Context: an optimization exercise on an open-source flow, tuned for small area and a short achievable clock period. The choices shown serve that exercise and are no tape-out recipe.
Where RTL was checked, it was by simulation tests only, not by an equivalence proof against the original.

==> module add_jump_cpu, before the edit <==
module add_jump_cpu (
    input               clk,
    input               rst,
    input        [15:0] value,
    input        [1:0]  dest,
    input        [1:0]  src,
    input               add,
    input               jump,
    input               prog,
    input               advance,
    output   [3:0]  pc,
    output   [15:0] o_b,
    output   [15:0] o_r0,
    output   [15:0] o_r1,
    output   [15:0] o_r2,
    output   [15:0] o_r3,
    output   [31:0] w2_dbg,
    output          asm_store_clk_dbg
);
    reg  [3:0]  pc_r;
    reg  [15:0] r0, r1, r2, r3;
    reg  [20:0] mem [0:15];
    reg  [20:0] ir;
    wire        store = prog & (add | jump);
    wire [20:0] asm_inst = {jump, src, dest, value};
    assign w2_dbg = {5'b0, {3{jump}}, 2'b0, src, 2'b0, dest, value};
    assign asm_store_clk_dbg = store;
    wire [20:0] cur = prog ? asm_inst : ir;
    wire        c_jump = cur[20];
    wire [1:0]  c_rd   = cur[17:16];
    wire [15:0] c_imm  = cur[15:0];
    function [15:0] rsel(input [1:0] a, input [15:0] x0, x1, x2, x3);
        case (a)
            2'd0: rsel = x0;
            2'd1: rsel = x1;
            2'd2: rsel = x2;
            default: rsel = x3;
        endcase
    endfunction
    wire [15:0] b_src = rsel(src, r0, r1, r2, r3);
    wire [15:0] b_ir  = rsel(ir[19:18], r0, r1, r2, r3);
    wire [15:0] b     = prog ? b_src : b_ir;
    wire [15:0] result;
    adder_nbits u_add (
        .a (b),
        .b (c_imm & {16{~c_jump}}),
        .s (result)
    );
    always @(posedge clk) begin
        if (rst) begin
            r0 <= 16'h0; r1 <= 16'h0; r2 <= 16'h0; r3 <= 16'h0;
        end else if (advance) begin
            case (c_rd)
                2'd0: r0 <= result;
                2'd1: r1 <= result;
                2'd2: r2 <= result;
                default: r3 <= result;
            endcase
        end
    end
    wire [3:0] pc_next = rst     ? 4'h0 :
                         advance ? (c_jump ? c_imm[3:0] : pc_r + 4'h1) :
                                   pc_r;
    always @(posedge clk)
        pc_r <= pc_next;
    genvar w;
    generate
        for (w = 0; w < 16; w = w + 1) begin : word
            always @(posedge clk)
                if (store && pc_r == w)
                    mem[w] <= asm_inst;
        end
    endgenerate
    wire        hit = store && (pc_next == pc_r);
    wire [20:0] mem_next = mem[pc_next];
    always @(posedge clk)
        ir <= hit ? asm_inst : mem_next;
    assign pc   = pc_r;
    assign o_b  = b;
    assign o_r0 = r0;
    assign o_r1 = r1;
    assign o_r2 = r2;
    assign o_r3 = r3;
endmodule
==> flow/config.mk <==
export PLATFORM = sky130hd
export DESIGN_NAME = add_jump_cpu
export DESIGN_NICKNAME = add_jump_cpu
export VERILOG_FILES = /design/flow/design.v
export SDC_FILE = /design/flow/constraint.sdc
export NUM_CORES = 4
export LEC_CHECK = 0
export CAP_MARGIN = 20
export CORE_MARGIN = 2
export CORE_UTILIZATION = 60
export SETUP_SLACK_MARGIN = 2.3
export SLEW_MARGIN = 20
export SYNTH_HIERARCHICAL = 1
==> flow/constraint.sdc <==
create_clock -name core_clock -period 5.5 [get_ports {clk}]
set_input_delay 1.1000 -clock core_clock [delete_from_list [all_inputs] [get_ports {clk}]]
set_output_delay 1.1000 -clock core_clock [all_outputs]
set_load 0.01 [all_outputs]
standard.sh (not shown) runs the stock make flow with config.mk's settings and CLKGATE_MAP_FILE= SYNTH_SCRIPT=/design/flow/synth_recipe.tcl, a recipe that flattens the netlist after the stock synthesis.
==> flow/flow/run.sh <==
#!/bin/bash
# Standard ORFS layout with three changes: ports are buffered with a plain
# buf_2 instead of the delay cell buffer_ports picks; adders are left as plain
# gates for ABC (no half/full adder cell extraction), so ABC can build a fast
# carry tree; and the clock tree uses clkbuf_8 leaves over larger clusters,
# without dummy loads.
set -euo pipefail
bash standard.sh finish \
    "BUFFER_PORTS_ARGS=-buffer_cell sky130_fd_sc_hd__buf_2" \
    ADDER_MAP_FILE= \
    "CTS_ARGS=-sink_clustering_enable -repair_clock_nets -dont_use_dummy_load -buf_list sky130_fd_sc_hd__clkbuf_8 -sink_clustering_size 16 -sink_clustering_max_diameter 60" \
    > standard_flow.log 2>&1
Edit:
--- a/flow/design.v
+++ b/flow/design.v
@@ -75,8 +75,22 @@
 endmodule
 module aj_xnor (input a, input b, output y);
     assign y = ~(a ^ b);
 endmodule
+module aj_ao4 (
+    input  [3:0] s,
+    input  [3:0] d,
+    output       y
+);
+    assign y = |(s & d);
+endmodule
+module aj_ao16 (
+    input  [15:0] s,
+    input  [15:0] d,
+    output        y
+);
+    assign y = |(s & d);
+endmodule
 module add_jump_cpu (
     input               clk,
     input               rst,
     input        [15:0] value,
@@ -106,19 +120,17 @@
     wire [20:0] cur = prog ? asm_inst : ir;
     wire        c_jump = cur[20];
     wire [1:0]  c_rd   = cur[17:16];
     wire [15:0] c_imm  = cur[15:0];
-    function [15:0] rsel(input [1:0] a, input [15:0] x0, x1, x2, x3);
-        case (a)
-            2'd0: rsel = x0;
-            2'd1: rsel = x1;
-            2'd2: rsel = x2;
-            default: rsel = x3;
-        endcase
-    endfunction
-    wire [15:0] b_src = rsel(src, r0, r1, r2, r3);
-    wire [15:0] b_ir  = rsel(ir[19:18], r0, r1, r2, r3);
-    wire [15:0] b     = prog ? b_src : b_ir;
+    wire [1:0] c_rs = prog ? src : ir[19:18];
+    wire [3:0] rsel = {c_rs == 2'd3, c_rs == 2'd2, c_rs == 2'd1, c_rs == 2'd0};
+    wire [15:0] b;
+    genvar j;
+    generate
+        for (j = 0; j < 16; j = j + 1) begin : rd_b
+            aj_ao4 u (.s(rsel), .d({r3[j], r2[j], r1[j], r0[j]}), .y(b[j]));
+        end
+    endgenerate
     wire [15:0] result;
     adder_nbits u_add (
         .a (b),
         .b (c_imm & {16{~c_jump}}),
@@ -140,18 +152,35 @@
                          advance ? (c_jump ? c_imm[3:0] : pc_r + 4'h1) :
                                    pc_r;
     always @(posedge clk)
         pc_r <= pc_next;
+    wire [15:0] oh_pc  = 16'h1 << pc_r;
+    wire [15:0] oh_pc1 = {oh_pc[14:0], oh_pc[15]};
+    wire [15:0] oh_jmp = 16'h1 << c_imm[3:0];
+    wire [15:0] oh_next = rst     ? 16'h1 :
+                          advance ? (c_jump ? oh_jmp : oh_pc1) :
+                                    oh_pc;
     genvar w;
     generate
         for (w = 0; w < 16; w = w + 1) begin : word
             always @(posedge clk)
-                if (store && pc_r == w)
+                if (store && oh_pc[w])
                     mem[w] <= asm_inst;
         end
     endgenerate
     wire        hit = store && (pc_next == pc_r);
-    wire [20:0] mem_next = mem[pc_next];
+    wire [20:0] mem_next;
+    genvar k;
+    generate
+        for (k = 0; k < 21; k = k + 1) begin : rd_ir
+            aj_ao16 u (.s(oh_next),
+                       .d({mem[15][k], mem[14][k], mem[13][k], mem[12][k],
+                           mem[11][k], mem[10][k], mem[9][k],  mem[8][k],
+                           mem[7][k],  mem[6][k],  mem[5][k],  mem[4][k],
+                           mem[3][k],  mem[2][k],  mem[1][k],  mem[0][k]}),
+                       .y(mem_next[k]));
+        end
+    endgenerate
     always @(posedge clk)
         ir <= hit ? asm_inst : mem_next;
     assign pc   = pc_r;
     assign o_b  = b;
What happened: Worst hold slack gains 0.033 ns. Routed wire length went down by 15%. Design area drops by 3.2%. Global-route usage went down by 4.2 points. Setup slack gets worse by 0.020 ns.
Only the layout flow was run in the first run of this note; the RTL was not checked for function there.

afterwards: timing with drivers on the ports:
In the flow no input, the clock included, has a driving cell. The finished layouts below were timed again as built, in two steps.
Step 1 (the two cells are an assumption about what drives the block):
set clk [get_ports {clk}]
set_driving_cell -lib_cell sky130_fd_sc_hd__clkbuf_16 $clk
set_driving_cell -lib_cell sky130_fd_sc_hd__buf_2 [delete_from_list [all_inputs] $clk]
Step 2 times the ports against the registers' clock, not the clock port: input delays grow and output delays shrink by t, the midpoint of the rising clock arrivals with the driver on.
Three values: ideal ports, drivers, drivers and shift; two values: the first two.
| run | t, ns | setup slack, ns | worst slew at a driven data input, ns |
|---|---|---|---|
| the first run | 0.593 | 2.277 / 2.139 / 1.638 | 0.17 |
| the second run | 0.593 | 2.257 / 2.140 / 1.663 | 0.16 |
After both steps every run listed still meets setup and hold. The setup slack of the first run, which loses most, moves by -0.138 ns with the drivers and by -0.639 ns with both steps.
